Context: an optimization exercise on an open-source flow, tuned for small area, a short achievable clock period and few clock cycles per item. The choices shown serve that exercise and are no tape-out recipe. The RTL was checked by simulation tests, not by an equivalence proof against the original design. Power figures rest on the tool's default switching activity, not on a simulated workload.

garnet:
// DatapathPipelined
module DatapathPipelined (
  input         clk,
  input         rst,
  output [31:0] pc_to_imem,
  input  [31:0] inst_from_imem,
  output [31:0] addr_to_dmem,
  input  [31:0] load_data_from_dmem,
  output [31:0] store_data_to_dmem,
  output [ 3:0] store_we_to_dmem,
  output        halt,
  output [31:0] trace_writeback_pc,
  output [31:0] trace_writeback_inst
);
Settings: LEC_CHECK=0, CAP_MARGIN=30, CELL_PAD_IN_SITES_DETAIL_PLACEMENT=1, CELL_PAD_IN_SITES_GLOBAL_PLACEMENT=2, CORE_MARGIN=2, CORE_UTILIZATION=45, CTS_CLUSTER_DIAMETER=80, CTS_CLUSTER_SIZE=24, PLACE_DENSITY=0.7, SLEW_MARGIN=30; clock period 20.0 ns.
standard.sh (not shown) runs the stock make flow with config.mk's settings and CLKGATE_MAP_FILE= SYNTH_SCRIPT=/design/flow/synth_recipe.tcl, a recipe that flattens the netlist after the stock synthesis.
==> flow/flow/run.sh <==
#!/bin/bash
# Standard ORFS layout (the standard.sh, standard synthesis), with the
# timing repair steps asked for extra setup slack so that they also shorten
# the achieved clock period. Constraints and clock period are unchanged.
# Gate cloning is skipped: a cloned driver was left over its slew limit.
# Ports are buffered with buf_2 cells; the clock tree uses small clock buffers.
set -euo pipefail
bash standard.sh SETUP_SLACK_MARGIN=14 SKIP_GATE_CLONING=1 TNS_END_PERCENT=100 \
  "BUFFER_PORTS_ARGS=-buffer_cell sky130_fd_sc_hd__buf_2" \
  "CTS_BUF_LIST=sky130_fd_sc_hd__clkbuf_8 sky130_fd_sc_hd__clkbuf_16" finish > flow_make.log 2>&1
garnet has completed all stages; timing, DRC and antenna checks passed.
Testbench counts of garnet, summed over its fixed seeds: cycles 218,843, instrs 148,298.
The inputs of cedar differ from those of garnet as listed below.
- SLEW_MARGIN: 30 -> 20
- CORE_UTILIZATION: 45 -> 30
- CAP_MARGIN: 30 -> 20
- CTS_CLUSTER_SIZE: 24 -> unset
- PLACE_DENSITY: 0.7 -> 0.5
- CTS_CLUSTER_DIAMETER: 80 -> unset
diff --git a/flow/flow/run.sh b/flow/flow/run.sh
--- a/flow/flow/run.sh
+++ b/flow/flow/run.sh
@@ -10 +10 @@
-  "CTS_BUF_LIST=sky130_fd_sc_hd__clkbuf_8 sky130_fd_sc_hd__clkbuf_16" finish > flow_make.log 2>&1
+  "CTS_BUF_LIST=sky130_fd_sc_hd__clkbuf_4 sky130_fd_sc_hd__clkbuf_8" finish > flow_make.log 2>&1
Results
Measured against each other, cedar and garnet differ in combinational share of power, the higher figure coming from garnet. Per the comparison of cedar with garnet, critical path depth went up, antenna cell count decreased 41%. On worst setup slack, garnet loses to cedar. [compare] base=garnet new=cedar: width of the die increased by 100 µm relative to the old numbers, wire length after detailed routing +about 13%, half-perimeter wire length of the detailed placement result went up by 62000 µm, data arrival time of the worst path up 0.23 ns, standard-cell row count increased 22%. For the layout buffering overhead excluding clock cells, cedar came in 0.15 points higher than garnet did. garnet -> cedar: number of buffers added by the clock tree synthesis step increased by more than 100%.
Input changes introduced in nickel (baseline for comparison: cedar):
- CELL_PAD_IN_SITES_GLOBAL_PLACEMENT: 2 -> 1
- CTS_CLUSTER_SIZE: unset -> 24
- SLEW_MARGIN: 20 -> 30
- PLACE_DENSITY: 0.5 -> 0.6
- CAP_MARGIN: 20 -> 30
- CELL_PAD_IN_SITES_DETAIL_PLACEMENT: 1 -> 0
- CORE_UTILIZATION: 30 -> 45
- CTS_CLUSTER_DIAMETER: unset -> 80
diff --git a/flow/flow/run.sh b/flow/flow/run.sh
--- a/flow/flow/run.sh
+++ b/flow/flow/run.sh
@@ -8 +8 @@
-bash standard.sh SETUP_SLACK_MARGIN=14 SKIP_GATE_CLONING=1 TNS_END_PERCENT=100 \
+bash standard.sh SETUP_SLACK_MARGIN=14.2 SKIP_GATE_CLONING=1 TNS_END_PERCENT=100 \
@@ -10 +10 @@
-  "CTS_BUF_LIST=sky130_fd_sc_hd__clkbuf_4 sky130_fd_sc_hd__clkbuf_8" finish > flow_make.log 2>&1
+  "CTS_BUF_LIST=sky130_fd_sc_hd__clkbuf_8 sky130_fd_sc_hd__clkbuf_16" finish > flow_make.log 2>&1
Findings:
- Looking at the reports, nickel completed the entire flow and the layout it produced met the timing, DRC and antenna checks.
- Delta (nickel minus cedar): design area moved down; non-clock buffer count in the final layout saw a decrease; path length in cells of the critical path shrank by 13%; final cell count without fillers dropped 1836.
- On largest fanout on the critical path: between nickel and cedar, it ends up lower for cedar.
- Re proportion of cell area occupied by registers: nickel is 1.8 points up on cedar.
Input changes introduced in violet (baseline for comparison: nickel):
- CELL_PAD_IN_SITES_DETAIL_PLACEMENT: 0 -> 1
- CELL_PAD_IN_SITES_GLOBAL_PLACEMENT: 1 -> 2
diff --git a/flow/flow/run.sh b/flow/flow/run.sh
--- a/flow/flow/run.sh
+++ b/flow/flow/run.sh
@@ -8 +8 @@
-bash standard.sh SETUP_SLACK_MARGIN=14.2 SKIP_GATE_CLONING=1 TNS_END_PERCENT=100 \
+bash standard.sh SETUP_SLACK_MARGIN=13.75 SKIP_GATE_CLONING=1 TNS_END_PERCENT=100 \
### Flow results
Against nickel as the reference, violet delivers a higher met3 wirelength from detailed routing.
Synthesis-to-layout area growth in violet vs nickel: down 0.71 points
violet against nickel: number of cells on the critical path -3; cell count lower; maximum frequency moved down; number of clock buffers in the layout increased by 3 relative to the old numbers.
Setup changes, violet to raven
- CORE_UTILIZATION: 45 -> 40
- PLACE_DENSITY: 0.6 -> 0.55
- ABC_AREA: unset -> 1
diff --git a/flow/flow/run.sh b/flow/flow/run.sh
--- a/flow/flow/run.sh
+++ b/flow/flow/run.sh
@@ -8 +8 @@
-bash standard.sh SETUP_SLACK_MARGIN=13.75 SKIP_GATE_CLONING=1 TNS_END_PERCENT=100 \
+bash standard.sh SETUP_SLACK_MARGIN=14.5 SKIP_GATE_CLONING=1 TNS_END_PERCENT=100 \
[summary]
Diff violet -> raven: arrival time at the worst endpoint decreased 0.38 ns; clock latency on the worst-skew pair increased 0.03 ns; post-CTS repair timing setup buffer count increased 226; wire length of the first global-routing pass increased 3.9%; worst path setup slack after routing increased 0.36 ns.
Looking at final cell count, raven sits about 20% above violet.
Note that the count of inverters not on the clock network in the layout recorded for raven amounts to 3.8 times the value seen in violet.
Row final critical-path share of the clock period: raven lower / violet higher
Diff violet -> raven | share of the final layout cell area in sequential cells | decrease of 2.8 points
Comparing violet and raven, routability congestion estimate is higher on violet.
Input-level comparison between fjord and raven:
- ABC_AREA removed (was 1)
diff --git a/flow/flow/run.sh b/flow/flow/run.sh
--- a/flow/flow/run.sh
+++ b/flow/flow/run.sh
@@ -8 +8 @@
-bash standard.sh SETUP_SLACK_MARGIN=14.5 SKIP_GATE_CLONING=1 TNS_END_PERCENT=100 \
+bash standard.sh SETUP_SLACK_MARGIN=14.25 SKIP_GATE_CLONING=1 TNS_END_PERCENT=100 \
Findings:
- Starting density of the core of raven is on par with fjord.
- The start point of the critical path comes out md.ph[1]$_SDFFE_PP0P_ in one run and d_inst[23]$_DFFE_PN_ in the other, namely in raven and fjord respectively.
- fjord ends up with lower met2 wire length than raven does.
- | routed length per placed instance | fjord vs raven | 6.4 µm higher |
- Run comparison: fjord most common cell after layout, fill and taps aside sky130_fd_sc_hd__edfxtp_1; raven most common cell after layout, fill and taps aside sky130_fd_sc_hd__nand2_1
- Diff raven -> fjord | total power | down slightly

==> static timing again, ports no longer ideal <==
In the flow no input, the clock included, has a driving cell. The finished layouts below were timed again as built, in two steps.
Step 1 sets driving cells, clkbuf_16 on the clock port and buf_2 on the other inputs (assumed; they add their load-dependent delay and slew).
Step 2 adds t to the input delays and takes it off the output delays; t is the mean of the earliest and latest rising clock arrival at the registers after step 1. Input paths then give back, and output paths get back, about the clock's delay inside the block.
Slacks: ideal / step 1 / step 2; pairs: ideal / step 1.
run | shift t [ns] | slack for setup (ns) | hold slack, ns | worst setup path at the end | worst data-port slew with drivers (ns)
garnet | 0.912 | 13.949 / 13.949 / 13.949 | 0.409 / 0.409 / 0.409 | register to register | 0.06
cedar | 1.118 | 14.058 / 13.952 / 13.825 | 0.403 / 0.403 / 0.403 | input to register | 0.21
nickel | 0.874 | 14.148 / 14.072 / 14.063 | 0.399 / 0.399 / 0.399 | input to register | 0.08
violet | 0.915 | 13.703 / 13.703 / 13.703 | 0.382 / 0.382 / 0.382 | register to register | 0.05
raven | 0.919 | 14.065 / 14.065 / 13.626 | 0.401 / 0.401 / 0.401 | input to register | 0.21
fjord | 0.921 | 14.061 / 14.061 / 13.902 | 0.392 / 0.392 / 0.392 | input to register | 0.19
After both steps every run listed still meets setup and hold. For raven, which loses most, drivers alone change the setup slack by 0.000 ns; drivers and shift together by -0.439 ns.
